What follows belongs to an exercise in optimizing a design on an open flow for small area; a production flow would make more cautious choices.
Function not checked in this run: the RTL went through the layout flow alone.
Power and IR drop assume default switching activity.

**flow/config.mk**
```make
export PLATFORM = sky130hd
export DESIGN_NAME = flappybird
export DESIGN_NICKNAME = flappybird
export VERILOG_FILES = /design/flow/design.v
export SDC_FILE = /design/flow/constraint.sdc
export NUM_CORES = 4
export LEC_CHECK = 0
export CAP_MARGIN = 20
export CORE_MARGIN = 2
export CORE_UTILIZATION = 60
export PLACE_DENSITY = 0.75
export SLEW_MARGIN = 20
```
**flow/flow/run.sh**
```bash
#!/bin/bash
# Standard ORFS layout, but synthesis maps the logic for area: an area-oriented ABC script in
# place of the speed script, and no half/full-adder cell mapping. Registers, their names and
# cell types are those of the standard synthesis (same synth_recipe.tcl, same flop mapping).
# Clock tree: smaller buffers and no dummy loads.
set -euo pipefail
rm -rf myscripts
cp -r "$FLOW_HOME/scripts" myscripts
cp flow/abc_area.script myscripts/abc_speed.script
bash standard.sh SCRIPTS_DIR="$PWD/myscripts" ADDER_MAP_FILE= synth > synth.log 2>&1
bash standard.sh "BUFFER_PORTS_ARGS=-buffer_cell sky130_fd_sc_hd__buf_1" "CTS_ARGS=-sink_clustering_enable -repair_clock_nets -dont_use_dummy_load -buf_list sky130_fd_sc_hd__clkbuf_4 -sink_clustering_size 30 -sink_clustering_max_diameter 120" > layout.log 2>&1
```
**flow/flow/abc_area.script**
```
strash
dc2
dch -f
amap
topo
```
**flow/standard.sh**
```bash
#!/bin/bash
# synth_recipe.tcl (not shown) runs the flow's synth.tcl, then flattens the netlist and writes it again
# the make line also repeats each setting of config.mk as NAME=value (left out here)
make -C /OpenROAD-flow-scripts/flow DESIGN_CONFIG=/design/flow/config.mk WORK_HOME=/design/flow/orfs CLKGATE_MAP_FILE= SYNTH_SCRIPT=/design/flow/synth_recipe.tcl "${@:-finish}"
```
**flow/constraint.sdc**
```tcl
create_clock -name core_clock -period 10.0 [get_ports {clk_100}]
set_input_delay 2.0000 -clock core_clock [delete_from_list [all_inputs] [get_ports {clk_100}]]
set_output_delay 2.0000 -clock core_clock [all_outputs]
set_load 0.01 [all_outputs]
```
**flow/design.v**
```verilog
module fb_mel_rom ( 
    x0, x1, x2, x3, x4, x5, x6, x7,
    z0, z1, z2, z3  );
  input  x0, x1, x2, x3, x4, x5, x6, x7;
  output z0, z1, z2, z3;
  wire new_n13, new_n14, new_n15, new_n16, new_n17, new_n18, new_n19,
    new_n20, new_n21, new_n22, new_n23, new_n24, new_n25, new_n26, new_n27,
    new_n28, new_n29, new_n30, new_n31, new_n32, new_n33, new_n34, new_n35,
    new_n36, new_n37, new_n38, new_n39, new_n40, new_n41, new_n42, new_n43,
    new_n44, new_n45, new_n46, new_n47, new_n48, new_n49, new_n50, new_n51,
    new_n52, new_n53, new_n54, new_n55, new_n56, new_n57, new_n58, new_n59,
    new_n60, new_n61, new_n62, new_n63, new_n64, new_n65, new_n66, new_n67,
    new_n68, new_n69, new_n70, new_n71, new_n72, new_n73, new_n74, new_n75,
    new_n76, new_n77, new_n78, new_n79, new_n80, new_n81, new_n82, new_n83,
    new_n84, new_n85, new_n86, new_n87, new_n88, new_n89, new_n90, new_n91,
    new_n92, new_n93, new_n94, new_n95, new_n96, new_n97, new_n98, new_n99,
    new_n100, new_n101, new_n102, new_n103, new_n104, new_n105, new_n106,
    new_n107, new_n108, new_n109, new_n110, new_n111, new_n112, new_n113,
    new_n114, new_n115, new_n116, new_n117, new_n118, new_n119, new_n120,
    new_n121, new_n122, new_n123, new_n124, new_n125, new_n126, new_n127,
    new_n128, new_n129, new_n130, new_n131, new_n132, new_n133, new_n134,
    new_n135, new_n136, new_n137, new_n138, new_n139, new_n140, new_n141,
    new_n142, new_n143, new_n144, new_n145, new_n146, new_n147, new_n148,
    new_n149, new_n150, new_n151, new_n152, new_n153, new_n154, new_n155,
    new_n156, new_n157, new_n158, new_n159, new_n160, new_n161, new_n162,
    new_n163, new_n164, new_n165, new_n166, new_n167, new_n168, new_n169,
    new_n170, new_n171, new_n172, new_n173, new_n174, new_n175, new_n176,
    new_n177, new_n178, new_n179, new_n180, new_n181, new_n182, new_n183,
    new_n184, new_n185, new_n186, new_n187, new_n188, new_n189, new_n190,
    new_n191, new_n192, new_n193, new_n194, new_n195, new_n196, new_n197,
    new_n198, new_n199, new_n200, new_n201, new_n202, new_n203, new_n204,
    new_n205, new_n206, new_n207, new_n208, new_n209, new_n210, new_n211,
    new_n212, new_n213, new_n214, new_n215, new_n216, new_n217, new_n218,
    new_n219, new_n220, new_n221, new_n222, new_n223, new_n224, new_n225,
    new_n226, new_n227, new_n228, new_n229, new_n230, new_n231, new_n232,
    new_n233, new_n234, new_n235, new_n236, new_n237, new_n238, new_n239,
    new_n240, new_n241, new_n242, new_n243, new_n244, new_n245, new_n246,
    new_n247, new_n248, new_n249, new_n250, new_n251, new_n252, new_n253,
    new_n254, new_n255, new_n256, new_n257, new_n258, new_n259, new_n260,
    new_n261, new_n262, new_n263, new_n264, new_n265, new_n266, new_n267,
    new_n268, new_n269, new_n270, new_n271, new_n272, new_n273, new_n274,
    new_n275, new_n276, new_n277, new_n278, new_n279, new_n280, new_n281,
    new_n282, new_n283, new_n284, new_n285, new_n286, new_n287, new_n288,
    new_n289, new_n290, new_n291, new_n292, new_n293, new_n294, new_n295,
    new_n296, new_n297, new_n298, new_n299, new_n300, new_n301, new_n302,
    new_n303, new_n304, new_n305, new_n306, new_n307, new_n308, new_n309,
    new_n310, new_n311, new_n312, new_n313, new_n314, new_n315, new_n316,
    new_n317, new_n318, new_n319, new_n320, new_n321, new_n322, new_n323,
    new_n324, new_n325, new_n326, new_n327, new_n328, new_n329, new_n330,
    new_n331, new_n332, new_n333, new_n334, new_n335, new_n336, new_n337,
    new_n338, new_n339, new_n340, new_n341, new_n342, new_n343, new_n344,
    new_n345, new_n346, new_n347, new_n348, new_n349, new_n350, new_n351,
    new_n352, new_n353, new_n354, new_n355, new_n356, new_n357, new_n358,
    new_n359, new_n360, new_n361, new_n362, new_n363, new_n364, new_n365,
    new_n366, new_n367, new_n368, new_n369, new_n370, new_n371, new_n372,
    new_n373, new_n374, new_n375, new_n376, new_n377, new_n378, new_n379,
    new_n380, new_n381, new_n382, new_n383, new_n384, new_n385, new_n386,
    new_n387, new_n388, new_n389, new_n390, new_n391, new_n392, new_n393,
    new_n394, new_n395, new_n396, new_n397, new_n398, new_n399, new_n400,
    new_n401, new_n402, new_n403, new_n404, new_n405, new_n406, new_n407,
    new_n408, new_n409, new_n410, new_n411, new_n412, new_n413, new_n414,
    new_n415, new_n416, new_n417, new_n418, new_n419, new_n420, new_n421,
    new_n422, new_n423, new_n424, new_n425, new_n426, new_n427, new_n428,
    new_n429, new_n430, new_n431, new_n432, new_n433, new_n434, new_n435,
    new_n436, new_n437, new_n438, new_n439, new_n440, new_n441, new_n442,
    new_n443, new_n444, new_n445, new_n446, new_n447, new_n448, new_n449,
    new_n450, new_n451, new_n452, new_n453, new_n454, new_n455, new_n456,
    new_n457, new_n458, new_n459, new_n460, new_n461, new_n462, new_n463,
    new_n464, new_n465, new_n466, new_n467, new_n468, new_n469, new_n470,
    new_n471, new_n472, new_n473, new_n474, new_n475, new_n476, new_n477,
    new_n478, new_n479, new_n480, new_n481, new_n482, new_n483, new_n484,
    new_n485, new_n486, new_n487, new_n488, new_n489, new_n490, new_n491,
    new_n492, new_n494, new_n495, new_n496, new_n497, new_n498, new_n499,
    new_n500, new_n501, new_n502, new_n503, new_n504, new_n506, new_n507,
    new_n508, new_n509, new_n510, new_n511;
  assign new_n13 = ~x1 & ~x3;
  assign new_n14 = ~x2 & x4;
  assign new_n15 = ~x7 & new_n14;
  assign new_n16 = x5 & new_n15;
  assign new_n17 = x5 & ~x7;
  assign new_n18 = new_n14 & new_n17;
  assign new_n19 = ~x0 & x5;
  assign new_n20 = x0 & ~x5;
  assign new_n21 = ~x6 & x7;
  assign new_n22 = ~new_n20 & new_n21;
  assign new_n23 = ~new_n19 & ~new_n22;
  assign new_n24 = x4 & ~new_n23;
  assign new_n25 = ~new_n19 & ~new_n21;
  assign new_n26 = x4 & ~new_n20;
  assign new_n27 = ~new_n25 & new_n26;
  assign new_n28 = ~new_n470 & ~new_n471;
  assign new_n29 = new_n13 & ~new_n28;
  assign new_n30 = ~x0 & ~x5;
  assign new_n31 = x1 & ~x3;
  assign new_n32 = ~x6 & new_n31;
  assign new_n33 = ~x4 & new_n32;
  assign new_n34 = new_n30 & new_n33;
  assign new_n35 = x6 & ~x7;
  assign new_n36 = ~new_n21 & ~new_n35;
  assign new_n37 = x1 & x3;
  assign new_n38 = ~x5 & new_n37;
  assign new_n39 = ~new_n36 & new_n38;
  assign new_n40 = new_n14 & new_n39;
  assign new_n41 = new_n14 & new_n38;
  assign new_n42 = ~new_n36 & new_n41;
  assign new_n43 = ~x2 & new_n37;
  assign new_n44 = x4 & ~x5;
  assign new_n45 = ~new_n36 & new_n44;
  assign new_n46 = new_n43 & new_n45;
  assign new_n47 = ~new_n34 & ~new_n472;
  assign new_n48 = ~x1 & x3;
  assign new_n49 = new_n30 & new_n48;
  assign new_n50 = ~x6 & ~x7;
  assign new_n51 = new_n49 & new_n50;
  assign new_n52 = x6 & x7;
  assign new_n53 = new_n37 & new_n52;
  assign new_n54 = ~x5 & new_n53;
  assign new_n55 = ~new_n51 & ~new_n54;
  assign new_n56 = ~x4 & ~new_n55;
  assign new_n57 = new_n47 & ~new_n56;
  assign new_n58 = x6 & new_n30;
  assign new_n59 = ~x2 & ~x4;
  assign new_n60 = new_n58 & new_n59;
  assign new_n61 = x3 & new_n60;
  assign new_n62 = x3 & new_n59;
  assign new_n63 = new_n58 & new_n62;
  assign new_n64 = x2 & x4;
  assign new_n65 = x6 & new_n64;
  assign new_n66 = ~x0 & new_n13;
  assign new_n67 = new_n65 & new_n66;
  assign new_n68 = ~new_n473 & ~new_n67;
  assign new_n69 = ~x5 & new_n59;
  assign new_n70 = ~new_n13 & ~new_n37;
  assign new_n71 = new_n69 & new_n70;
  assign new_n72 = new_n37 & new_n59;
  assign new_n73 = ~x0 & new_n72;
  assign new_n74 = ~x0 & new_n59;
  assign new_n75 = new_n37 & new_n74;
  assign new_n76 = x2 & ~x4;
  assign new_n77 = x5 & new_n48;
  assign new_n78 = new_n76 & new_n77;
  assign new_n79 = ~new_n474 & ~new_n78;
  assign new_n80 = ~new_n71 & new_n79;
  assign new_n81 = ~new_n71 & ~new_n78;
  assign new_n82 = ~new_n474 & new_n81;
  assign new_n83 = new_n35 & ~new_n475;
  assign new_n84 = new_n30 & new_n31;
  assign new_n85 = new_n19 & ~new_n36;
  assign new_n86 = new_n13 & new_n85;
  assign new_n87 = ~new_n84 & ~new_n86;
  assign new_n88 = ~x2 & ~new_n87;
  assign new_n89 = ~new_n83 & ~new_n88;
  assign new_n90 = new_n68 & new_n89;
  assign new_n91 = new_n57 & new_n90;
  assign new_n92 = x0 & x5;
  assign new_n93 = new_n14 & new_n31;
  assign new_n94 = x2 & new_n48;
  assign new_n95 = ~new_n93 & ~new_n94;
  assign new_n96 = new_n92 & ~new_n95;
  assign new_n97 = x6 & new_n96;
  assign new_n98 = x6 & new_n92;
  assign new_n99 = ~new_n95 & new_n98;
  assign new_n100 = new_n76 & new_n92;
  assign new_n101 = ~x1 & ~x7;
  assign new_n102 = ~new_n32 & ~new_n101;
  assign new_n103 = new_n100 & ~new_n102;
  assign new_n104 = x2 & new_n20;
  assign new_n105 = ~x4 & new_n104;
  assign new_n106 = new_n20 & new_n76;
  assign new_n107 = x1 & new_n21;
  assign new_n108 = ~new_n37 & ~new_n107;
  assign new_n109 = new_n477 & ~new_n108;
  assign new_n110 = ~new_n103 & ~new_n109;
  assign new_n111 = ~new_n476 & new_n110;
  assign new_n112 = ~x3 & ~x4;
  assign new_n113 = ~new_n43 & ~new_n112;
  assign new_n114 = new_n50 & new_n92;
  assign new_n115 = ~new_n113 & new_n114;
  assign new_n116 = ~x4 & new_n20;
  assign new_n117 = new_n19 & new_n76;
  assign new_n118 = ~new_n116 & ~new_n117;
  assign new_n119 = new_n37 & ~new_n118;
  assign new_n120 = new_n50 & new_n119;
  assign new_n121 = new_n37 & new_n50;
  assign new_n122 = ~new_n118 & new_n121;
  assign new_n123 = ~new_n115 & ~new_n478;
  assign new_n124 = new_n13 & new_n52;
  assign new_n125 = ~x2 & new_n20;
  assign new_n126 = new_n124 & new_n125;
  assign new_n127 = ~new_n69 & new_n118;
  assign new_n128 = new_n21 & ~new_n127;
  assign new_n129 = new_n48 & new_n128;
  assign new_n130 = new_n21 & new_n48;
  assign new_n131 = ~new_n127 & new_n130;
  assign new_n132 = ~new_n126 & ~new_n479;
  assign new_n133 = new_n123 & new_n132;
  assign new_n134 = new_n111 & new_n133;
  assign new_n135 = new_n91 & new_n134;
  assign new_n136 = ~new_n29 & new_n135;
  assign new_n137 = ~x4 & new_n51;
  assign new_n138 = ~x4 & new_n50;
  assign new_n139 = new_n49 & new_n138;
  assign new_n140 = ~x2 & new_n84;
  assign new_n141 = ~new_n480 & ~new_n140;
  assign new_n142 = ~x2 & new_n86;
  assign new_n143 = ~x2 & new_n13;
  assign new_n144 = new_n19 & new_n143;
  assign new_n145 = ~new_n36 & new_n144;
  assign new_n146 = ~new_n479 & ~new_n481;
  assign new_n147 = new_n141 & new_n146;
  assign new_n148 = ~new_n103 & ~new_n115;
  assign new_n149 = ~new_n472 & ~new_n109;
  assign new_n150 = new_n148 & new_n149;
  assign new_n151 = ~new_n29 & new_n150;
  assign new_n152 = new_n147 & new_n151;
  assign new_n153 = ~x4 & new_n53;
  assign new_n154 = ~x5 & new_n153;
  assign new_n155 = ~new_n67 & ~new_n126;
  assign new_n156 = ~new_n473 & new_n155;
  assign new_n157 = ~new_n154 & new_n156;
  assign new_n158 = ~new_n34 & ~new_n476;
  assign new_n159 = ~new_n478 & new_n158;
  assign new_n160 = ~new_n83 & new_n159;
  assign new_n161 = new_n157 & new_n160;
  assign new_n162 = new_n152 & new_n161;
  assign new_n163 = ~new_n473 & new_n141;
  assign new_n164 = ~new_n103 & new_n155;
  assign new_n165 = new_n163 & new_n164;
  assign new_n166 = ~new_n29 & ~new_n479;
  assign new_n167 = new_n165 & new_n166;
  assign new_n168 = ~new_n115 & ~new_n154;
  assign new_n169 = ~new_n109 & ~new_n481;
  assign new_n170 = new_n168 & new_n169;
  assign new_n171 = ~new_n476 & ~new_n478;
  assign new_n172 = new_n47 & new_n171;
  assign new_n173 = new_n170 & new_n172;
  assign new_n174 = ~new_n83 & new_n173;
  assign new_n175 = new_n167 & new_n174;
  assign new_n176 = new_n20 & new_n64;
  assign new_n177 = x7 & new_n176;
  assign new_n178 = ~x3 & ~x7;
  assign new_n179 = ~x6 & new_n178;
  assign new_n180 = ~x3 & new_n50;
  assign new_n181 = ~new_n124 & ~new_n483;
  assign new_n182 = ~new_n107 & new_n181;
  assign new_n183 = ~new_n107 & ~new_n483;
  assign new_n184 = ~new_n124 & new_n183;
  assign new_n185 = ~new_n107 & ~new_n124;
  assign new_n186 = ~new_n483 & new_n185;
  assign new_n187 = new_n117 & ~new_n484;
  assign new_n188 = new_n13 & new_n76;
  assign new_n189 = ~x5 & ~x6;
  assign new_n190 = x0 & new_n21;
  assign new_n191 = ~new_n189 & ~new_n190;
  assign new_n192 = ~x6 & ~new_n19;
  assign new_n193 = ~new_n17 & new_n192;
  assign new_n194 = new_n188 & new_n485;
  assign new_n195 = ~new_n187 & ~new_n194;
  assign new_n196 = ~new_n177 & new_n195;
  assign new_n197 = x4 & new_n92;
  assign new_n198 = x3 & new_n21;
  assign new_n199 = ~new_n124 & ~new_n198;
  assign new_n200 = new_n197 & ~new_n199;
  assign new_n201 = ~new_n66 & ~new_n77;
  assign new_n202 = x6 & ~new_n201;
  assign new_n203 = new_n20 & new_n35;
  assign new_n204 = ~x5 & new_n21;
  assign new_n205 = ~new_n203 & ~new_n204;
  assign new_n206 = ~x1 & ~new_n205;
  assign new_n207 = ~x0 & x6;
  assign new_n208 = ~x1 & ~x5;
  assign new_n209 = ~new_n207 & new_n208;
  assign new_n210 = ~new_n36 & new_n209;
  assign new_n211 = ~new_n202 & ~new_n486;
  assign new_n212 = new_n14 & ~new_n211;
  assign new_n213 = ~new_n200 & ~new_n212;
  assign new_n214 = x4 & new_n50;
  assign new_n215 = ~new_n64 & ~new_n214;
  assign new_n216 = new_n38 & ~new_n215;
  assign new_n217 = ~x2 & ~new_n50;
  assign new_n218 = new_n44 & ~new_n217;
  assign new_n219 = new_n37 & new_n218;
  assign new_n220 = new_n37 & new_n44;
  assign new_n221 = ~new_n217 & new_n220;
  assign new_n222 = new_n52 & new_n59;
  assign new_n223 = new_n50 & new_n64;
  assign new_n224 = ~new_n222 & ~new_n223;
  assign new_n225 = x3 & ~new_n224;
  assign new_n226 = ~new_n52 & ~new_n64;
  assign new_n227 = ~new_n50 & ~new_n59;
  assign new_n228 = x3 & ~new_n227;
  assign new_n229 = x3 & new_n50;
  assign new_n230 = ~new_n62 & ~new_n229;
  assign new_n231 = ~new_n226 & ~new_n488;
  assign new_n232 = ~new_n153 & ~new_n489;
  assign new_n233 = x5 & ~new_n232;
  assign new_n234 = ~new_n487 & ~new_n233;
  assign new_n235 = new_n213 & new_n234;
  assign new_n236 = new_n196 & new_n235;
  assign new_n237 = new_n20 & new_n50;
  assign new_n238 = new_n70 & new_n237;
  assign new_n239 = ~new_n14 & new_n19;
  assign new_n240 = ~new_n125 & ~new_n239;
  assign new_n241 = new_n32 & ~new_n240;
  assign new_n242 = new_n64 & new_n77;
  assign new_n243 = ~x2 & new_n49;
  assign new_n244 = ~new_n242 & ~new_n243;
  assign new_n245 = ~x6 & ~new_n244;
  assign new_n246 = ~new_n241 & ~new_n245;
  assign new_n247 = ~new_n238 & new_n246;
  assign new_n248 = x0 & ~x6;
  assign new_n249 = ~new_n20 & ~new_n248;
  assign new_n250 = x4 & ~new_n249;
  assign new_n251 = x5 & x6;
  assign new_n252 = x0 & x4;
  assign new_n253 = ~new_n251 & new_n252;
  assign new_n254 = new_n19 & new_n59;
  assign new_n255 = ~new_n490 & ~new_n254;
  assign new_n256 = new_n48 & ~new_n255;
  assign new_n257 = ~x4 & new_n19;
  assign new_n258 = ~new_n197 & ~new_n257;
  assign new_n259 = new_n37 & ~new_n258;
  assign new_n260 = ~new_n30 & ~new_n92;
  assign new_n261 = x2 & new_n31;
  assign new_n262 = ~new_n260 & new_n261;
  assign new_n263 = ~x1 & new_n477;
  assign new_n264 = ~new_n262 & ~new_n263;
  assign new_n265 = ~new_n259 & new_n264;
  assign new_n266 = x6 & ~new_n265;
  assign new_n267 = ~new_n256 & ~new_n266;
  assign new_n268 = new_n52 & new_n116;
  assign new_n269 = new_n31 & new_n268;
  assign new_n270 = new_n20 & new_n52;
  assign new_n271 = ~x4 & new_n31;
  assign new_n272 = new_n270 & new_n271;
  assign new_n273 = new_n31 & new_n52;
  assign new_n274 = new_n116 & new_n273;
  assign new_n275 = new_n30 & new_n50;
  assign new_n276 = x2 & ~new_n70;
  assign new_n277 = new_n275 & new_n276;
  assign new_n278 = x2 & new_n275;
  assign new_n279 = ~new_n70 & new_n278;
  assign new_n280 = x2 & new_n30;
  assign new_n281 = new_n50 & ~new_n70;
  assign new_n282 = new_n280 & new_n281;
  assign new_n283 = ~new_n491 & ~new_n492;
  assign new_n284 = new_n267 & new_n283;
  assign new_n285 = new_n247 & new_n284;
  assign new_n286 = new_n236 & new_n285;
  assign new_n287 = ~new_n200 & ~new_n238;
  assign new_n288 = ~new_n487 & new_n287;
  assign new_n289 = ~new_n245 & new_n288;
  assign new_n290 = ~new_n266 & new_n289;
  assign new_n291 = ~new_n212 & ~new_n233;
  assign new_n292 = ~new_n187 & ~new_n256;
  assign new_n293 = ~new_n241 & ~new_n492;
  assign new_n294 = ~new_n177 & ~new_n491;
  assign new_n295 = ~new_n194 & new_n294;
  assign new_n296 = new_n293 & new_n295;
  assign new_n297 = new_n292 & new_n296;
  assign new_n298 = new_n291 & new_n297;
  assign new_n299 = new_n290 & new_n298;
  assign new_n300 = ~new_n238 & ~new_n491;
  assign new_n301 = ~new_n177 & ~new_n487;
  assign new_n302 = new_n300 & new_n301;
  assign new_n303 = new_n293 & new_n302;
  assign new_n304 = ~new_n187 & ~new_n245;
  assign new_n305 = new_n303 & new_n304;
  assign new_n306 = ~new_n194 & ~new_n200;
  assign new_n307 = ~new_n256 & new_n306;
  assign new_n308 = ~new_n233 & new_n307;
  assign new_n309 = ~new_n212 & ~new_n266;
  assign new_n310 = new_n308 & new_n309;
  assign new_n311 = new_n305 & new_n310;
  assign new_n312 = x2 & new_n92;
  assign new_n313 = new_n52 & new_n312;
  assign new_n314 = ~new_n48 & ~new_n101;
  assign new_n315 = new_n100 & ~new_n314;
  assign new_n316 = x5 & ~new_n52;
  assign new_n317 = ~new_n270 & ~new_n316;
  assign new_n318 = new_n13 & ~new_n317;
  assign new_n319 = ~x5 & ~new_n52;
  assign new_n320 = ~new_n20 & new_n52;
  assign new_n321 = new_n13 & ~new_n320;
  assign new_n322 = ~new_n319 & new_n321;
  assign new_n323 = new_n30 & ~new_n50;
  assign new_n324 = ~new_n237 & ~new_n323;
  assign new_n325 = x1 & ~new_n324;
  assign new_n326 = ~new_n494 & ~new_n325;
  assign new_n327 = new_n14 & ~new_n326;
  assign new_n328 = x0 & new_n53;
  assign new_n329 = x1 & new_n92;
  assign new_n330 = x0 & x1;
  assign new_n331 = x5 & new_n330;
  assign new_n332 = new_n50 & new_n495;
  assign new_n333 = x1 & new_n114;
  assign new_n334 = ~new_n328 & ~new_n496;
  assign new_n335 = new_n59 & ~new_n334;
  assign new_n336 = new_n35 & new_n69;
  assign new_n337 = new_n31 & new_n336;
  assign new_n338 = new_n31 & new_n35;
  assign new_n339 = new_n69 & new_n338;
  assign new_n340 = ~new_n13 & new_n477;
  assign new_n341 = ~x6 & new_n340;
  assign new_n342 = ~x6 & ~new_n13;
  assign new_n343 = new_n477 & new_n342;
  assign new_n344 = ~new_n497 & ~new_n498;
  assign new_n345 = ~new_n335 & new_n344;
  assign new_n346 = ~new_n327 & new_n345;
  assign new_n347 = ~new_n315 & new_n346;
  assign new_n348 = ~new_n315 & ~new_n335;
  assign new_n349 = ~new_n498 & new_n348;
  assign new_n350 = ~new_n497 & new_n349;
  assign new_n351 = ~new_n315 & new_n344;
  assign new_n352 = ~new_n335 & new_n351;
  assign new_n353 = ~new_n327 & new_n499;
  assign new_n354 = new_n53 & new_n92;
  assign new_n355 = new_n500 & ~new_n354;
  assign new_n356 = ~new_n313 & new_n355;
  assign new_n357 = new_n58 & new_n188;
  assign new_n358 = new_n49 & new_n59;
  assign new_n359 = ~new_n357 & ~new_n358;
  assign new_n360 = new_n14 & new_n19;
  assign new_n361 = ~new_n70 & new_n360;
  assign new_n362 = new_n359 & ~new_n361;
  assign new_n363 = new_n356 & new_n362;
  assign new_n364 = new_n64 & new_n203;
  assign new_n365 = new_n35 & new_n176;
  assign new_n366 = x6 & new_n100;
  assign new_n367 = ~new_n501 & ~new_n366;
  assign new_n368 = ~x3 & ~new_n367;
  assign new_n369 = new_n33 & ~new_n260;
  assign new_n370 = ~new_n140 & ~new_n369;
  assign new_n371 = ~new_n368 & new_n370;
  assign new_n372 = x5 & new_n70;
  assign new_n373 = ~new_n330 & ~new_n372;
  assign new_n374 = new_n65 & ~new_n373;
  assign new_n375 = new_n37 & new_n64;
  assign new_n376 = x0 & new_n375;
  assign new_n377 = x3 & new_n64;
  assign new_n378 = new_n330 & new_n377;
  assign new_n379 = ~new_n107 & ~new_n229;
  assign new_n380 = new_n20 & ~new_n379;
  assign new_n381 = x2 & new_n380;
  assign new_n382 = new_n104 & ~new_n379;
  assign new_n383 = ~new_n502 & ~new_n503;
  assign new_n384 = ~new_n374 & new_n383;
  assign new_n385 = new_n371 & new_n384;
  assign new_n386 = new_n363 & new_n385;
  assign new_n387 = ~new_n313 & ~new_n357;
  assign new_n388 = ~new_n369 & new_n387;
  assign new_n389 = ~new_n354 & ~new_n361;
  assign new_n390 = ~new_n503 & new_n389;
  assign new_n391 = new_n388 & new_n390;
  assign new_n392 = ~new_n140 & ~new_n502;
  assign new_n393 = ~new_n358 & new_n392;
  assign new_n394 = ~new_n374 & new_n393;
  assign new_n395 = new_n391 & new_n394;
  assign new_n396 = ~new_n368 & new_n395;
  assign new_n397 = ~new_n361 & ~new_n502;
  assign new_n398 = new_n359 & new_n397;
  assign new_n399 = ~new_n140 & ~new_n313;
  assign new_n400 = ~new_n503 & new_n399;
  assign new_n401 = new_n398 & new_n400;
  assign new_n402 = ~new_n33 & ~new_n328;
  assign new_n403 = ~new_n260 & ~new_n402;
  assign new_n404 = ~new_n368 & ~new_n403;
  assign new_n405 = ~new_n374 & new_n404;
  assign new_n406 = new_n401 & new_n405;
  assign new_n407 = new_n500 & new_n504;
  assign new_n408 = ~new_n84 & new_n500;
  assign new_n409 = new_n53 & new_n197;
  assign new_n410 = ~new_n77 & ~new_n495;
  assign new_n411 = new_n65 & ~new_n410;
  assign new_n412 = ~new_n48 & ~new_n330;
  assign new_n413 = new_n64 & new_n251;
  assign new_n414 = ~new_n412 & new_n413;
  assign new_n415 = ~x1 & new_n313;
  assign new_n416 = ~new_n506 & ~new_n415;
  assign new_n417 = ~new_n409 & new_n416;
  assign new_n418 = new_n408 & new_n417;
  assign new_n419 = ~x1 & ~x6;
  assign new_n420 = ~new_n178 & ~new_n419;
  assign new_n421 = new_n176 & ~new_n420;
  assign new_n422 = ~x2 & new_n48;
  assign new_n423 = ~new_n261 & ~new_n422;
  assign new_n424 = ~x0 & ~new_n423;
  assign new_n425 = ~x5 & new_n64;
  assign new_n426 = ~x4 & new_n92;
  assign new_n427 = ~new_n425 & ~new_n426;
  assign new_n428 = new_n31 & ~new_n427;
  assign new_n429 = ~new_n64 & ~new_n92;
  assign new_n430 = x4 & x5;
  assign new_n431 = new_n31 & ~new_n430;
  assign new_n432 = ~new_n429 & new_n431;
  assign new_n433 = ~new_n424 & ~new_n507;
  assign new_n434 = ~new_n421 & new_n433;
  assign new_n435 = ~x5 & new_n32;
  assign new_n436 = x4 & new_n435;
  assign new_n437 = new_n32 & new_n44;
  assign new_n438 = new_n30 & new_n76;
  assign new_n439 = ~x3 & new_n438;
  assign new_n440 = ~x3 & new_n76;
  assign new_n441 = new_n30 & new_n440;
  assign new_n442 = new_n112 & new_n280;
  assign new_n443 = ~new_n508 & ~new_n509;
  assign new_n444 = ~new_n31 & new_n360;
  assign new_n445 = new_n443 & ~new_n444;
  assign new_n446 = new_n434 & new_n445;
  assign new_n447 = new_n418 & new_n446;
  assign new_n448 = ~new_n84 & ~new_n409;
  assign new_n449 = ~new_n506 & new_n448;
  assign new_n450 = ~new_n508 & ~new_n444;
  assign new_n451 = ~new_n421 & ~new_n509;
  assign new_n452 = new_n450 & new_n451;
  assign new_n453 = ~new_n415 & ~new_n507;
  assign new_n454 = new_n452 & new_n453;
  assign new_n455 = new_n449 & new_n454;
  assign new_n456 = ~new_n424 & new_n455;
  assign new_n457 = ~new_n84 & ~new_n506;
  assign new_n458 = new_n176 & new_n178;
  assign new_n459 = ~new_n409 & ~new_n458;
  assign new_n460 = new_n457 & new_n459;
  assign new_n461 = ~new_n424 & new_n460;
  assign new_n462 = ~x6 & new_n176;
  assign new_n463 = ~new_n313 & ~new_n462;
  assign new_n464 = ~x1 & ~new_n463;
  assign new_n465 = ~new_n507 & ~new_n444;
  assign new_n466 = new_n443 & new_n465;
  assign new_n467 = ~new_n464 & new_n466;
  assign new_n468 = new_n461 & new_n467;
  assign new_n469 = new_n500 & new_n510;
  assign new_n470 = new_n18 | new_n16;
  assign new_n471 = new_n27 | new_n24;
  assign new_n472 = new_n40 | new_n46 | new_n42;
  assign new_n473 = new_n63 | new_n61;
  assign new_n474 = new_n75 | new_n73;
  assign new_n475 = new_n82 | new_n80;
  assign new_n476 = new_n99 | new_n97;
  assign new_n477 = new_n106 | new_n105;
  assign new_n478 = new_n122 | new_n120;
  assign new_n479 = new_n131 | new_n129;
  assign new_n480 = new_n139 | new_n137;
  assign new_n481 = new_n145 | new_n142;
  assign new_n482 = new_n136 | new_n175 | new_n162;
  assign new_n483 = new_n180 | new_n179;
  assign new_n484 = new_n182 | new_n186 | new_n184;
  assign new_n485 = new_n193 | ~new_n191;
  assign new_n486 = new_n210 | new_n206;
  assign new_n487 = new_n216 | new_n221 | new_n219;
  assign new_n488 = new_n230 | ~new_n228;
  assign new_n489 = new_n231 | new_n225;
  assign new_n490 = new_n253 | new_n250;
  assign new_n491 = new_n269 | new_n274 | new_n272;
  assign new_n492 = new_n277 | new_n282 | new_n279;
  assign z1 = new_n286 | new_n311 | new_n299;
  assign new_n494 = new_n322 | new_n318;
  assign new_n495 = new_n331 | new_n329;
  assign new_n496 = new_n333 | new_n332;
  assign new_n497 = new_n339 | new_n337;
  assign new_n498 = new_n343 | new_n341;
  assign new_n499 = new_n352 | new_n350;
  assign new_n500 = new_n353 | new_n347;
  assign new_n501 = new_n365 | new_n364;
  assign new_n502 = new_n378 | new_n376;
  assign new_n503 = new_n382 | new_n381;
  assign new_n504 = new_n406 | new_n396;
  assign z2 = new_n407 | new_n386;
  assign new_n506 = new_n414 | new_n411;
  assign new_n507 = new_n432 | new_n428;
  assign new_n508 = new_n437 | new_n436;
  assign new_n509 = new_n439 | new_n442 | new_n441;
  assign new_n510 = new_n468 | new_n456;
  assign new_n511 = new_n469 | new_n447;
  assign z0 = ~new_n482;
  assign z3 = ~new_n511;
endmodule
module fb_tone_rom ( 
    x0, x1, x2, x3,
    z00, z01, z02, z03, z04, z05, z06, z07, z08, z09, z10, z11, z12, z13,
    z14  );
  input  x0, x1, x2, x3;
  output z00, z01, z02, z03, z04, z05, z06, z07, z08, z09, z10, z11, z12, z13,
    z14;
  wire new_n20, new_n21, new_n22, new_n23, new_n24, new_n25, new_n26,
    new_n27, new_n28, new_n29, new_n30, new_n31, new_n32, new_n33, new_n34,
    new_n35, new_n36, new_n37, new_n38, new_n39, new_n40, new_n41, new_n42,
    new_n43, new_n44, new_n45, new_n46, new_n47, new_n48, new_n49, new_n50,
    new_n51, new_n52, new_n53, new_n54, new_n55, new_n56, new_n57, new_n58,
    new_n59, new_n60, new_n61, new_n62, new_n63, new_n64, new_n65, new_n66,
    new_n67, new_n68, new_n69, new_n70, new_n71, new_n72, new_n73, new_n74,
    new_n75, new_n76, new_n77, new_n78, new_n79, new_n80, new_n81, new_n82,
    new_n83, new_n84, new_n85, new_n86, new_n87, new_n88, new_n89, new_n90,
    new_n91, new_n92, new_n93, new_n94, new_n95, new_n96, new_n97, new_n98,
    new_n99, new_n100, new_n101, new_n102, new_n103, new_n104, new_n105,
    new_n106, new_n107, new_n108, new_n109, new_n110, new_n111;
  assign new_n20 = ~x0 & ~x1;
  assign new_n21 = x3 & new_n20;
  assign new_n22 = ~x0 & x3;
  assign new_n23 = ~x1 & new_n22;
  assign new_n24 = ~x2 & x3;
  assign new_n25 = x0 & x1;
  assign new_n26 = new_n24 & new_n25;
  assign new_n27 = ~new_n98 & ~new_n26;
  assign new_n28 = x2 & ~x3;
  assign new_n29 = x1 & new_n28;
  assign new_n30 = new_n27 & ~new_n29;
  assign new_n31 = ~x1 & new_n28;
  assign new_n32 = new_n27 & ~new_n31;
  assign new_n33 = ~new_n98 & ~new_n24;
  assign new_n34 = x0 & ~x1;
  assign new_n35 = new_n28 & new_n34;
  assign new_n36 = x0 & new_n28;
  assign new_n37 = ~x1 & new_n36;
  assign new_n38 = new_n33 & ~new_n99;
  assign new_n39 = ~x0 & x1;
  assign new_n40 = ~new_n34 & ~new_n39;
  assign new_n41 = new_n28 & ~new_n40;
  assign new_n42 = ~new_n20 & new_n28;
  assign new_n43 = ~new_n25 & new_n42;
  assign new_n44 = ~new_n24 & ~new_n100;
  assign new_n45 = x3 & new_n39;
  assign new_n46 = x1 & new_n22;
  assign new_n47 = new_n24 & ~new_n34;
  assign new_n48 = ~new_n31 & ~new_n47;
  assign new_n49 = ~new_n101 & new_n48;
  assign new_n50 = ~new_n101 & ~new_n47;
  assign new_n51 = ~new_n31 & new_n50;
  assign new_n52 = ~new_n31 & ~new_n101;
  assign new_n53 = ~new_n47 & new_n52;
  assign new_n54 = ~x0 & x2;
  assign new_n55 = ~new_n22 & ~new_n31;
  assign new_n56 = ~new_n54 & new_n55;
  assign new_n57 = ~new_n22 & ~new_n54;
  assign new_n58 = ~new_n31 & new_n57;
  assign new_n59 = ~x1 & new_n24;
  assign new_n60 = ~new_n28 & ~new_n59;
  assign new_n61 = ~new_n54 & new_n60;
  assign new_n62 = ~new_n28 & ~new_n54;
  assign new_n63 = ~new_n59 & new_n62;
  assign new_n64 = x1 & new_n24;
  assign new_n65 = new_n28 & new_n39;
  assign new_n66 = ~new_n64 & ~new_n65;
  assign new_n67 = ~new_n98 & new_n66;
  assign new_n68 = ~new_n98 & ~new_n64;
  assign new_n69 = ~new_n65 & new_n68;
  assign new_n70 = ~new_n98 & ~new_n65;
  assign new_n71 = ~new_n64 & new_n70;
  assign new_n72 = ~new_n42 & ~new_n47;
  assign new_n73 = ~new_n22 & ~new_n36;
  assign new_n74 = new_n20 & new_n24;
  assign new_n75 = x2 & new_n101;
  assign new_n76 = new_n28 & ~new_n39;
  assign new_n77 = ~new_n75 & ~new_n76;
  assign new_n78 = ~new_n74 & new_n77;
  assign new_n79 = ~new_n74 & ~new_n76;
  assign new_n80 = ~new_n75 & new_n79;
  assign new_n81 = x2 & new_n20;
  assign new_n82 = ~x1 & new_n54;
  assign new_n83 = new_n24 & ~new_n25;
  assign new_n84 = ~new_n28 & ~new_n83;
  assign new_n85 = ~new_n107 & new_n84;
  assign new_n86 = ~new_n28 & ~new_n107;
  assign new_n87 = ~new_n83 & new_n86;
  assign new_n88 = ~new_n100 & ~new_n74;
  assign new_n89 = ~new_n26 & new_n88;
  assign new_n90 = ~new_n39 & new_n47;
  assign new_n91 = ~new_n100 & ~new_n90;
  assign new_n92 = x0 & new_n29;
  assign new_n93 = new_n25 & new_n28;
  assign new_n94 = ~new_n107 & ~new_n110;
  assign new_n95 = ~new_n47 & new_n94;
  assign new_n96 = ~new_n47 & ~new_n107;
  assign new_n97 = ~new_n110 & new_n96;
  assign new_n98 = new_n23 | new_n21;
  assign new_n99 = new_n37 | new_n35;
  assign new_n100 = new_n43 | new_n41;
  assign new_n101 = new_n46 | new_n45;
  assign new_n102 = new_n49 | new_n53 | new_n51;
  assign new_n103 = new_n58 | new_n56;
  assign new_n104 = new_n63 | new_n61;
  assign new_n105 = new_n67 | new_n71 | new_n69;
  assign new_n106 = new_n80 | new_n78;
  assign new_n107 = new_n82 | new_n81;
  assign new_n108 = new_n87 | new_n85;
  assign new_n109 = new_n91 | new_n89;
  assign new_n110 = new_n93 | new_n92;
  assign new_n111 = new_n97 | new_n95;
  assign z00 = ~new_n30;
  assign z01 = ~new_n32;
  assign z02 = ~new_n38;
  assign z03 = ~new_n44;
  assign z04 = ~new_n102;
  assign z05 = ~new_n103;
  assign z06 = ~new_n104;
  assign z07 = ~new_n105;
  assign z08 = ~new_n72;
  assign z09 = ~new_n73;
  assign z10 = ~new_n106;
  assign z11 = ~new_n33;
  assign z12 = ~new_n108;
  assign z13 = ~new_n109;
  assign z14 = ~new_n111;
endmodule
module flappybird(
  input  clk_100,
  input  rst,
  input  up,
  input  start,
  input  button,
  output wire audio,
  output wire [2:0] r,
  output wire [2:0] g,
  output wire [1:0] b,
  output wire hs,
  output wire vs,
  output wire [6:0] seven_seg,
  output wire [7:0] seg_select
);
  reg [11:0] m;
  always @(posedge clk_100)
    if (rst) m <= 12'd2;
    else     m <= m + 1'b1;
  wire ce     = (m[1:0] == 2'd3);         
  wire flyclk = (m[6:0] == 7'd63);        
  wire sjclk  = (m[2:0] == 3'd3);         
  wire diffck = (m == 12'd2047);          
  wire sclk_rise = (m[7:0] == 8'h81);     
  reg [4:0] hh;
  reg [9:0] vc;
  reg vsen;
  wire [9:0] hc = {hh, m[6:2]};
  wire hwrap = (hh == 5'd24) && (m[6:0] == 7'h7f);    
  always @(posedge clk_100)
    if (rst) begin
      hh <= 5'd0;
      vsen <= 1'b0;
      vc <= 10'd0;
    end else if (ce) begin
      if (m[6:2] == 5'd31) hh <= hwrap ? 5'd0 : hh + 1'b1;
      vsen <= hwrap;
      if (vsen) vc <= (vc == 10'd520) ? 10'd0 : vc + 1'b1;
    end
  assign hs = (hh >= 5'd3);               
  assign vs = (vc >= 10'd2);
  wire videoen = (hc >= 10'd144) && (hc < 10'd784) && (vc >= 10'd31) && (vc < 10'd511);
  reg [9:0] ub;         
  reg       firstup, strtgame;
  reg [9:0] rb;         
  reg [9:0] gap;        
  reg [2:0] spd;        
  reg [8:0] rnd_hi;     
  reg       success, first;
  wire [9:0] rnd = {rnd_hi, m[3] ^ m[2]};
  wire bird_low  = (ub >= 10'd479) && (ub <= 10'd992);    
  wire [9:0] ug  = ub - gap;
  wire coll_geom = (ug > 10'd119) && (ub < 10'd993);       
  wire in_pipe   = (rb >= 10'd201) && (rb <= 10'd280);    
  always @(posedge clk_100)
    if (rst) rnd_hi <= 9'd75;
    else if (sjclk) begin
      if (m[3]) rnd_hi <= rnd_hi + 1'b1;
      else if (rnd_hi == 9'd200) rnd_hi <= 9'd17;
    end
  always @(posedge clk_100)
    if (rst) spd <= 3'd0;
    else if (diffck && spd != 3'd7) spd <= spd + 1'b1;
  always @(posedge clk_100)
    if (rst) begin
      strtgame <= 1'b0;
      firstup <= 1'b1;
      ub <= 10'd150;
    end else if (flyclk) begin
      if (up) strtgame <= 1'b1;
      if (!strtgame) ub <= 10'd150;
      else if (up && ub > 10'd31) begin
        if (firstup) begin
          ub <= ub - 10'd80;
          firstup <= 1'b0;
        end else if (!bird_low) ub <= ub + 10'd15;
      end else if (!bird_low) begin
        ub <= ub + 10'd15;
        firstup <= 1'b1;
      end
    end
  always @(posedge clk_100)
    if (rst) begin
      rb <= 10'd850;
      gap <= 10'd50;
    end else if (flyclk) begin
      if (!strtgame) begin
        rb <= 10'd850;
        gap <= 10'd50;
      end else if (rb < 10'd140) begin
        rb <= 10'd850;
        gap <= rnd;
      end else
        rb <= rb - {6'd1, spd};
    end
  wire score = flyclk && in_pipe && !(coll_geom && start) && first && success;
  always @(posedge clk_100)
    if (rst) begin
      success <= 1'b1;
      first <= 1'b1;
    end else if (flyclk) begin
      if (in_pipe) begin
        if (coll_geom && start) success <= 1'b0;
        else if (first && success) first <= 1'b0;
      end else if (bird_low) success <= 1'b0;
      else first <= 1'b1;
    end
  wire [9:0] tb_ = vc - ub - 10'd1;
  wire bird_px = (tb_ < 10'd30) && (hc >= 10'd201) && (hc <= 10'd230);
  wire [9:0] tp_ = rb - hc - 10'd1;
  wire [9:0] tv_ = vc - gap;
  wire pipe_px = (tp_ <= 10'd48) && (tv_ > 10'd150);
  reg [1:0] col;
  always @(posedge clk_100)
    if (rst) col <= 2'd0;
    else if (ce) begin
      if (!videoen) col <= 2'd0;
      else if (start) begin
        if (!success || bird_px) col <= 2'd1;
        else if (pipe_px) col <= 2'd2;
        else col <= 2'd3;
      end
    end
  wire red = (col == 2'd1), grn = (col == 2'd2), bgc = (col == 2'd3);
  assign r = {3{red}};
  assign g = {grn, grn, col[1]};
  assign b = {2{bgc}};
  reg [3:0] n0, n1, n2, n3;
  always @(posedge clk_100)
    if (rst) begin
      n0 <= 4'd0; n1 <= 4'd0; n2 <= 4'd0; n3 <= 4'd0;
    end else if (score) begin
      if (n0 == 4'd9) begin
        n0 <= 4'd0;
        if (n1 == 4'd9) begin
          n1 <= 4'd0;
          if (n2 == 4'd9) begin
            n2 <= 4'd0;
            n3 <= (n3 == 4'd9) ? 4'd0 : n3 + 1'b1;
          end else n2 <= n2 + 1'b1;
        end else n1 <= n1 + 1'b1;
      end else n0 <= n0 + 1'b1;
    end
  reg [1:0] sh;         
  reg [3:0] dig;        
  wire [1:0] shn = sh + 1'b1;
  always @(posedge clk_100)
    if (rst) begin
      sh <= 2'd3;
      dig <= 4'd15;
    end else if (sclk_rise) begin
      sh <= shn;
      case (shn)
        2'd0: dig <= n0;
        2'd1: dig <= n1;
        2'd2: dig <= n2;
        default: dig <= n3;
      endcase
    end
  wire [6:0] seg = (dig == 4'd0) ? 7'b0000001 :
                   (dig == 4'd1) ? 7'b1001111 :
                   (dig == 4'd2) ? 7'b0010010 :
                   (dig == 4'd3) ? 7'b0000110 :
                   (dig == 4'd4) ? 7'b1001100 :
                   (dig == 4'd5) ? 7'b0100100 :
                   (dig == 4'd6) ? 7'b0100000 :
                   (dig == 4'd7) ? 7'b0001111 :
                   (dig == 4'd8) ? 7'b0000000 :
                   (dig == 4'd9) ? 7'b0000100 : 7'b1111111;
  assign seven_seg = seg;
  wire shown = (dig != 4'd15);
  assign seg_select = {4'b1111, ~(shown && sh == 2'd3), ~(shown && sh == 2'd2),
                       ~(shown && sh == 2'd1), ~(shown && sh == 2'd0)};
  reg [1:0] t;
  always @(posedge clk_100)
    if (rst) t <= 2'd0;
    else t <= (t == 2'd2) ? 2'd0 : t + 1'b1;
  wire tick6 = (t == 2'd2) && !m[0];
  reg [11:0] nc;
  always @(posedge clk_100)
    if (rst) nc <= 12'hfff;
    else if (m[3:0] == 4'd1) nc <= (nc == 12'h4c5) ? 12'hfff : {nc[10:0], nc[11] ^ nc[10]};
  wire tick4 = (m[3:0] == 4'd9) && (nc == 12'h848);
  reg [7:0] nidx;
  localparam [7:0] NIDX_BEG = 8'd0, NIDX_END = 8'd246, NIDX_RST = 8'd254;
  always @(posedge clk_100)
    if (rst) nidx <= NIDX_RST;
    else if (tick4) nidx <= (nidx == NIDX_END) ? NIDX_BEG : nidx + 1'b1;
  wire [3:0] ncode;
  wire [14:0] nload;
fb_mel_rom mel_rom(nidx[7], nidx[6], nidx[5], nidx[4], nidx[3], nidx[2], nidx[1], nidx[0],
                     ncode[3], ncode[2], ncode[1], ncode[0]);
  fb_tone_rom tone_rom(ncode[3], ncode[2], ncode[1], ncode[0],
                       nload[14], nload[13], nload[12], nload[11], nload[10], nload[9], nload[8], nload[7],
                       nload[6], nload[5], nload[4], nload[3], nload[2], nload[1], nload[0]);
  reg [14:0] tc;
  reg audiof;
  always @(posedge clk_100)
    if (rst) begin
      tc <= 15'h7fff;
      audiof <= 1'b0;
    end else if (tick6) begin
      if (tc == 15'h007f) begin
        tc <= nload;
        audiof <= ~audiof;
      end else
        tc <= {tc[13:0], tc[14] ^ tc[13]};
    end
  assign audio = button ? audiof : 1'b1;
endmodule
```
==> flow_summary.yaml <==
yosys:
  synth.top_cell.area_share_pct: 34.35
  synth_simple_gate_area_share_pct: 25.27
  ys_seq_area_share_pct: 34.35
  syn-cell-area_sq_um: 7926
  synth_most_common_cell: "nor2_1"
  ys.flop_type: "dfxtp_1"
  synth_top_family_by_area: "compound AO/OA/AOI/OAI gates"
  synth_compound_area_share_pct: 30.86
  synth-xor-area-share_pct: 0
  ys_warn_count: 1
  syn_avg_cell_area_sq_um: 6.863
  async_reset_ff_share_pct: 0
  ys_seq_elements: 136
  synth-edff-count: 0
  yosysTopAreaCell: "dfxtp_1"
  synth_area_leaders: "dfxtp_1, nor2_1, clkinv_1"
  synth_cell_type_count: 46
  yosys-mux-area-fraction_pct: 0
  syn_inst: 1155
  synthAdderAreaFrac_pct: 0
  synthTopCellsByCount: "nor2_1, clkinv_1, dfxtp_1"
sta:
  tns_ns: 0
  tightestPinTransition_ns: 0.7547
  finalSetupViolations: 0
  fin_skew_ns: 0.04080
  hold_violations: 0
  slew_viol_final: 0
  rsz0062_at_grt: "false"
  fmax_ghz: 0.1917
  min_period_ns: 5.217
  slew_headroom_pct: 49.15
  fin_crit_sh_pct: 52.17
placement:
  gp_congestion: 1.089
  io_buffer_count: 26
  placed_area_sq_um: 8222
  dp_hpwl_microns: 15980
  dp_cells: 1352
global_routing:
  grt_usage_pct: 30.89
  grt_overflow: 0
  grt_pass1_vias: 7767
  antenna_found_initial: 1
  grt_max_degree: 50
  grt_pass1_wl_microns: 36340
power_and_ir_drop:
  power.static_leakage_nw: 2.686
  power_frac_clock_pct: 29.6
  switchingPower_uw: 204.2
  ir_worst_vdd_mv: 0.1006
  p_comb_share_pct: 4.4
  p_seq_share_pct: 66.0
  p_int_uw: 637.7
  powerDensity_nw_per_um2: 100.8
  switching_share_pct: 24.25
layout:
  stdcell_area_sq_um: 8352
  layout-drive-gt1-share_pct: 2.172
  syn2layout_area_growth_pct: 5.367
  final_nets: 1204
  layoutNonFillerInstCount: 1370
worst_setup_path:
  cp-start-kind: "register"
  worstPathMaxFanout: 4
  r2r_cells: 23
  crit_arrival_ns: 5.69
  end_kind: "register"
  crit_required_ns: 10.48
  regToRegEndpoint: "n3[3]"
  rrSetupSlack_ns: 4.78
  rr_startpoint: "gap[1]"
  crit_type: "register to register"
routing:
  avgRoutedWirePerCell_microns: 15.79
  vias_per_cell: 6.344
  antenna_left: 0
  drc_errors: 0
  drt_iter0_drc: 1113
  drtPass1Iterations: 8
  routed_wl_microns: 21640
  vias: 8691
clock_network:
  cts_tree: "built"
  cts_resized: 0
  cts-buffers-inserted: 17
  clk_latency_ns: 0.57
  clockBufferDepth: 2
  cts.htree.levels: 4
  postCtsSetupBuffers: 0
  cts_root_buf: "clkbuf_4"
  cts_sinks: 136
  cts_hold_buf: 0
  clk_pin_slew_worst_paths_ns: 0.12
floorplanning:
  ios: 31
  dieArea_sq_um: 14150
  placementRows: 41
  die_y_microns: 118.9
  coreArea_sq_um: 12770
  start_util_pct: 62.05
  die_x_microns: 118.9
hold_path:
  min_path_cells: 1
  hp-class: "register to register"
  holdCritStartpoint: "t[1]"
  holdPathEnd: "t[0]"
run_status:
  status: "timing/DRC/antenna clean"
flow_run:
  cap_violations: 0
-- critical path, cell delays in order (launching register included) --
cell and delay, ns:
dfxtp_1 0.37, clkinv_1 0.13, a211oi_1 0.23, a221oi_1 0.07, a21oi_1 0.17, nor2_1 0.08
a21oi_1 0.16, nor2_1 0.07, a21oi_1 0.18, nor2_1 0.07, a21oi_1 0.19, clkinv_1 0.11
o2111ai_1 0.20, o21ai_0 0.11, or4_1 0.53, a31oi_1 0.29, nand3_1 0.20, nor4_1 0.57
nand3_1 0.21, nor3_1 0.37, nand3_1 0.21, nor2_1 0.18, nand2_1 0.09, a222oi_1 0.33
-- state kept, by name (all words and copies together), names as in the netlist, 2 cells and up --
signal  count
n0          4
spd         3
n3          4
tc         15
n1          4
dig         4
sh          2
gap        10
m          12
vc         10
rnd_hi      9
nc         12
col         2
ub         10
rb         10
nidx        8
t           2
hh          5
n2          4
-- routing by layer --
layer  wire (microns)  part of all wire [%]  up-vias  track usage [%]
met5                0                     0        -                0
met4              523                   2.4        0            11.46
met3             1703                   7.9       65            6.897
met2             9469                    44      381            46.84
met1             9941                    46     3939            42.92
li1                 -                     -     4306                -
-- per-stage QoR --
stage	power (mW)	utilization (%)	hold WS [ns]	setup WS, ns
final	0.8419	65.38	0.4196	4.783
after global routing	0.8731	65.38	0.4564	4.151
after detailed placement	0.6045	64.36	0.4229	4.902
after floorplan	0.5913	-	0.4061	5.610
after CTS	0.8471	65.36	0.4211	4.869
after global placement	0.6040	64.36	0.4224	4.982
-- layout make-up --
cell class,count,area [sq um]
flip-flops and latches,136,2723
inverters,176,660.6
multi-input cells,834,4464
clock buffers,17,127.6
well taps,172,215.2
repair buffers,34,158.9
fillers,1161,4422
diodes,1,2.502
-- power by group through the flow --
stage          clock [mW]  sequential, mW  combinational [mW]
3_5_place_dp            0           0.568              0.0369
4_1_cts             0.255           0.555              0.0369
5_1_grt             0.275           0.557              0.0419
6_report            0.249           0.555              0.0372
3_3_place_gp            0           0.567              0.0365
2_1_floorplan           0           0.566              0.0253
-- worst max-delay path by stage --
| stage | start | endpoint | slack, ns | cells past startpoint |
|---|---|---|---|---|
| after floorplan | gap[1] | n3[3] | 5.61 | 23 |
| after global placement | gap[1] | n3[3] | 4.98 | 23 |
| after detailed placement | gap[1] | n3[3] | 4.90 | 23 |
| after CTS | gap[1] | n3[3] | 4.87 | 23 |
| after global routing | gap[1] | n3[3] | 4.15 | 23 |
| final | gap[1] | n3[3] | 4.78 | 23 |
-- cells by family (layout without fill, tap and decap cells) --
kind of cell	count (synthesis)	after routing
other cells	1	5
simple gates	465	465
flops	136	136
compound gates	365	365
buf+inv	188	227
-- cells in the final DEF (no fill, tap or decap), types with 5 or more instances in the layout --
cell	Yosys	layout
o221ai_1	33	33
a211oi_1	32	32
o22ai_1	31	31
clkinv_1	176	176
or3_1	9	9
or4_1	8	8
nor4_1	16	16
o41ai_1	5	5
a311oi_1	9	9
buf_1	0	25
nor3_1	56	56
a21oi_1	73	73
o21ai_0	69	69
dfxtp_1	136	136
buf_4	12	8
a31oi_1	15	15
a221oi_1	8	8
nand4_1	14	14
nor2_1	238	238
clkbuf_4	0	17
nand2_1	89	89
o21a_1	19	19
a22oi_1	21	21
o211ai_1	8	8
nand3_1	23	23
a2111oi_0	12	12

-- separate check: timing with driven ports --
The flow's constraints put no driver on any port. The routed layout listed below was extracted and timed again, unchanged, in two steps. Step 1 (the two cells are an assumption about what drives the block):
set clk [get_ports {clk_100}]
set_driving_cell -lib_cell sky130_fd_sc_hd__clkbuf_16 $clk
set_driving_cell -lib_cell sky130_fd_sc_hd__buf_2 [delete_from_list [all_inputs] $clk]
Step 2 also shifts input and output timing later by t, the mid clock arrival at the registers, as if the neighbouring blocks saw the same clock. Three values: ideal, step 1, step 2; two values: the first two.
t (ns): 0.587
setup WS [ns]: 4.783 / 4.783 / 4.783
latest minus earliest clock arrival (ns): 0.041 / 0.042
cell pins on the clock port's net: 1
After both steps setup and hold are still met in this run. The setup slack of this run moves by 0.000 ns with the drivers and by 0.000 ns with both steps.
